Background: an optimization exercise with open tools, aiming at small area and a short achievable clock period. Do not read the settings as production practice. Power and IR drop assume default switching activity.

// arbiter_rr
module arbiter_rr #(
    parameter WIDTH = 64
)(
    input               clk,
    input               rst,
    input   [WIDTH-1:0] req,
    output  [WIDTH-1:0] grant
);
    reg  [5:0] k;
    wire [5:0] kn;
    wire a0;
    wire a1;
    wire a2;
    wire a3;
    wire a4;
    wire a5;
    wire a6;
    wire a7;
    wire cw1_a;
    wire cw1_b;
    wire cw2_a;
    wire cw2_b;
    wire cw3_a;
    wire cw3_b;
    wire cw4_a;
    wire cw4_b;
    wire cw5_a;
    wire cw5_b;
    wire cw6_a;
    wire cw6_b;
    wire cw7_a;
    wire cw7_b;
    wire eq0;
    wire eq1;
    wire eq2;
    wire eq3;
    wire eq4;
    wire eq5;
    wire eq6;
    wire eq7;
    wire gt2;
    wire gt3;
    wire gt5;
    wire gt6;
    wire gt7;
    wire hap;
    wire le1;
    wire le2;
    wire le3;
    wire le5;
    wire le6;
    wire le7;
    wire m12;
    wire m34;
    wire m56;
    wire na03;
    wire na47;
    wire nag1;
    wire nag2;
    wire nag3;
    wire nag4;
    wire nag5;
    wire nag6;
    wire nag7;
    wire nanyg;
    wire nar;
    wire nhap;
    wire nk1;
    wire nk2;
    wire nk3;
    wire nk4;
    wire nk5;
    wire nk6;
    wire nk7;
    wire nkr0;
    wire nkr1;
    wire nkr2;
    wire npa1;
    wire npa2;
    wire npa3;
    wire npa4;
    wire npa5;
    wire npa6;
    wire npa7;
    wire npg3;
    wire npg4;
    wire npg5;
    wire npg6;
    wire npg7;
    wire nrw1;
    wire nrw2;
    wire nrw3;
    wire nrw4;
    wire nrw5;
    wire nrw6;
    wire nrw7;
    wire ntl1;
    wire ntl2;
    wire ntl3;
    wire ntl5;
    wire ntl6;
    wire ntl7;
    wire nz0;
    wire nz1;
    wire nz2;
  ...
Settings: LEC_CHECK=0, CAP_MARGIN=20, CORE_MARGIN=2, CORE_UTILIZATION=40, CTS_BUF_LIST=sky130_fd_sc_hd__clkbuf_2, SETUP_SLACK_MARGIN=0.3, SLEW_MARGIN=20, SYNTH_HIERARCHICAL=1, SYNTH_MINIMUM_KEEP_SIZE=0; clock period 6.5 ns.
standard.sh (not shown) runs the stock make flow with config.mk's settings and CLKGATE_MAP_FILE= SYNTH_SCRIPT=/design/flow/synth_recipe.tcl, a recipe that flattens the netlist after the stock synthesis.
==> flow/flow/run.sh <==
#!/bin/bash
# The standard layout, with three changes: the port buffers are the
# smallest buffer (buf_1) instead of the default; after floorplan every
# logic cell is set to its smallest drive strength (flow/downsize.tcl);
# after placement the cells on the critical paths are sized up again
# (flow/size.tcl).
set -euo pipefail
here=$(pwd)
export BUFFER_PORTS_ARGS="-buffer_cell sky130_fd_sc_hd__buf_1"
export POST_FLOORPLAN_TCL="$here/flow/downsize.tcl"
export POST_RESIZE_TCL="$here/flow/size.tcl"
bash standard.sh > "$here/flow_standard.log" 2>&1
==> flow/flow/downsize.tcl <==
# Hook run after floorplan: set every logic cell to its smallest drive
# strength where that is smaller. Synthesis maps each gate on its own and
# picks stronger cells than the loads need; flow/size.tcl then upsizes
# the cells that timing needs, once the cells are placed.
set db [ord::get_db]
set n 0
foreach inst [[ord::get_db_block] getInsts] {
  set master [$inst getMaster]
  set name [$master getName]
  if {[regexp {^(sky130_fd_sc_hd__[a-z0-9]+)_([0-9]+)$} $name -> base size] && $size > 1} {
    set small [$db findMaster ${base}_1]
    if {$small ne "NULL"
        && [$small getWidth] * [$small getHeight] < [$master getWidth] * [$master getHeight]} {
      $inst swapMaster $small
      incr n
    }
  }
}
puts "downsize: $n cells set to drive strength 1"
==> flow/flow/size.tcl <==
# Hook run after placement and its design repair: give the drivers of the
# high-fanout nets on the request-to-grant paths a stronger cell.
set ::db [ord::get_db]
set ::block [ord::get_db_block]
proc size_driver {net_name size} {
  set net [$::block findNet $net_name]
  if {$net eq "NULL"} { puts "size: no net $net_name"; return }
  foreach iterm [$net getITerms] {
    if {[$iterm isOutputSignal]} {
      set inst [$iterm getInst]
      set name [[$inst getMaster] getName]
      regexp {^(sky130_fd_sc_hd__[a-z0-9]+)_[0-9]+$} $name -> base
      set big [$::db findMaster ${base}_$size]
      if {$big ne "NULL"} {
        $inst swapMaster $big
        puts "size: $net_name driver [$inst getName] $name -> ${base}_$size"
      }
    }
  }
}
foreach g {0 1 2 3 4 5 6 7} { size_driver nz$g 4 }
size_driver nhap 4
size_driver nanyg 4
foreach g {0 1 2 3 4 5 6 7} { size_driver a$g 2 }
Then changed:
--- a/flow/flow/size.tcl
+++ b/flow/flow/size.tcl
@@ -22,3 +22,2 @@
 size_driver nhap 4
 size_driver nanyg 4
-foreach g {0 1 2 3 4 5 6 7} { size_driver a$g 2 }
Settings changed: CTS_BUF_LIST sky130_fd_sc_hd__clkbuf_2 to not set, SYNTH_HIERARCHICAL 1 to not set, SYNTH_MINIMUM_KEEP_SIZE 0 to not set.
Hold slack gets better by 0.45 ns.
Synthesized cell count came out higher by well over a third.
Power came out higher by well over a third.
Die area came out higher by a quarter to a third.
Sequential power came out higher by well over a third.
Count of clock-buffer cells in the layout stays the same.
Non-clock buffer count came out higher by 9.
Critical path depth came out higher by 3.
Fmax came out lower by about a fifth.
Routed wire length came out higher by well over a third.
Synthesized area came out higher by a quarter to a third.
Then changed:
--- a/flow/flow/size.tcl
+++ b/flow/flow/size.tcl
@@ -1,6 +1,6 @@
 # Hook run after placement and its design repair: give the drivers of the
 # high-fanout nets on the request-to-grant paths a stronger cell.
-set ::db [ord::get_db]
-set ::block [ord::get_db_block]
+set db [ord::get_db]
+set block [ord::get_db_block]
 proc size_driver {net_name size} {
   set net [$::block findNet $net_name]
=>
- With this change the flow never finished: it broke off in 3_4_place_resized
- synthesized area stays the same
- synthesized cell count does not change
No run of this note included a check of the RTL's function; only the layout flow was run.

* * *

Another version of the RTL of arbiter_rr (not shown whole).
For scale: roughly 350 cells after synthesis, roughly 130 I/O pins, roughly 0.0028 mm² of cells after synthesis.
export LEC_CHECK = 0
export CAP_MARGIN = 20
export CORE_MARGIN = 2
export CORE_UTILIZATION = 40
export CTS_BUF_LIST = sky130_fd_sc_hd__clkbuf_2
export SETUP_SLACK_MARGIN = 0.3
export SLEW_MARGIN = 20
export SYNTH_HIERARCHICAL = 1
export SYNTH_MINIMUM_KEEP_SIZE = 0
create_clock -name core_clock -period 6.5 [get_ports {clk}]
==> flow/flow/size.tcl <==
# Hook run after placement and its design repair: give the drivers of the
# high-fanout nets on the request-to-grant paths a stronger cell.
set ::db [ord::get_db]
set ::block [ord::get_db_block]
proc size_driver {net_name size} {
  set net [$::block findNet $net_name]
  if {$net eq "NULL"} { puts "size: no net $net_name"; return }
  foreach iterm [$net getITerms] {
    if {[$iterm isOutputSignal]} {
      set inst [$iterm getInst]
      set name [[$inst getMaster] getName]
      regexp {^(sky130_fd_sc_hd__[a-z0-9]+)_[0-9]+$} $name -> base
      set big [$::db findMaster ${base}_$size]
      if {$big ne "NULL"} {
        $inst swapMaster $big
        puts "size: $net_name driver [$inst getName] $name -> ${base}_$size"
      }
    }
  }
}
size_driver nz0 4
foreach g {1 2 3 4 5 6 7} { size_driver nz$g 2 }
foreach g {0 1 2 3 4 5 6 7} { size_driver a$g 2 }
size_driver nhap 4
size_driver nanygh 2
size_driver sp1 2
foreach n {h12 h34 h56} { size_driver $n 2 }
foreach n {sp2 sp3 sp4 sp5 sp6 sp7} { size_driver $n 4 }
foreach n {m12 m34 m56} { size_driver $n 2 }
foreach g {0 1 2 3 4 5 6 7} { size_driver eqm$g 2 }
foreach n {kr0 kr1 kr2} { size_driver $n 4 }
# the flip-flops of the pointer row bits drive the row decode
foreach inst [$::block getInsts] {
  if {[regexp {^nk\\?\[[345]\\?\]\$_DFF} [$inst getName]]} {
    set name [[$inst getMaster] getName]
    regexp {^(sky130_fd_sc_hd__[a-z0-9]+)_[0-9]+$} $name -> base
    $inst swapMaster [$::db findMaster ${base}_4]
    puts "size: [$inst getName] $name -> ${base}_4"
  }
}
Scripts as last shown in full above: flow/flow/run.sh, flow/flow/downsize.tcl
The first run finished clean.
Next try:
--- a/flow/flow/size.tcl
+++ b/flow/flow/size.tcl
@@ -21,6 +21,7 @@
 size_driver nz0 4
-foreach g {1 2 3 4 5 6 7} { size_driver nz$g 2 }
+foreach g {1 2 3 4 5 6 7} { size_driver nz$g 4 }
 foreach g {0 1 2 3 4 5 6 7} { size_driver a$g 2 }
 size_driver nhap 4
-size_driver nanygh 2
+size_driver nanygh 4
+size_driver haph 2
 size_driver sp1 2
Outcome: Global-route usage rose by 0.52 points; total power rose by 2.7%; final area rose by 2.7%; combinational power hardly moves; count of clock-buffer cells in the layout stays the same; worst setup slack gains 0.042 ns; wire length rose by 0.43%.
No functional check of the RTL was part of any run of this note.

-- separate check: timing with driven ports --
The results above use ideal ports. As a check the final layouts listed here were re-extracted and re-timed, cells and wires unchanged. Step 1 assumes that a clkbuf_16 drives the clock port and a buf_2 every other input. Step 2, shift: input delay + t, output delay - t, t = (earliest + latest rising clock arrival at the registers) / 2. This alone moves slack from input paths to output paths. Slacks: ideal ports / drivers / drivers and shift; pairs: ideal ports / drivers.
| run | shift t [ns] | slack for setup (ns) | hold WS [ns] | worst slew at a driven data input, ns |
|---|---|---|---|---|
| the first run of note 1 | 0.232 | 1.649 / 1.627 / 1.627 | 0.541 / 0.541 / 0.541 | 0.03 |
| the second run of note 1 | 0.240 | 0.551 / 0.527 / 0.527 | 0.986 / 0.986 / 0.986 | 0.03 |
| the first run of note 2 | 0.236 | 1.503 / 1.477 / 1.477 | 0.638 / 0.638 / 0.638 | 0.04 |
| the second run of note 2 | 0.233 | 1.545 / 1.516 / 1.516 | 0.640 / 0.640 / 0.640 | 0.04 |
After both steps setup and hold are still met in every run listed. For the second run of note 2, which loses most, drivers alone change the setup slack by -0.029 ns; drivers and shift together by -0.029 ns.
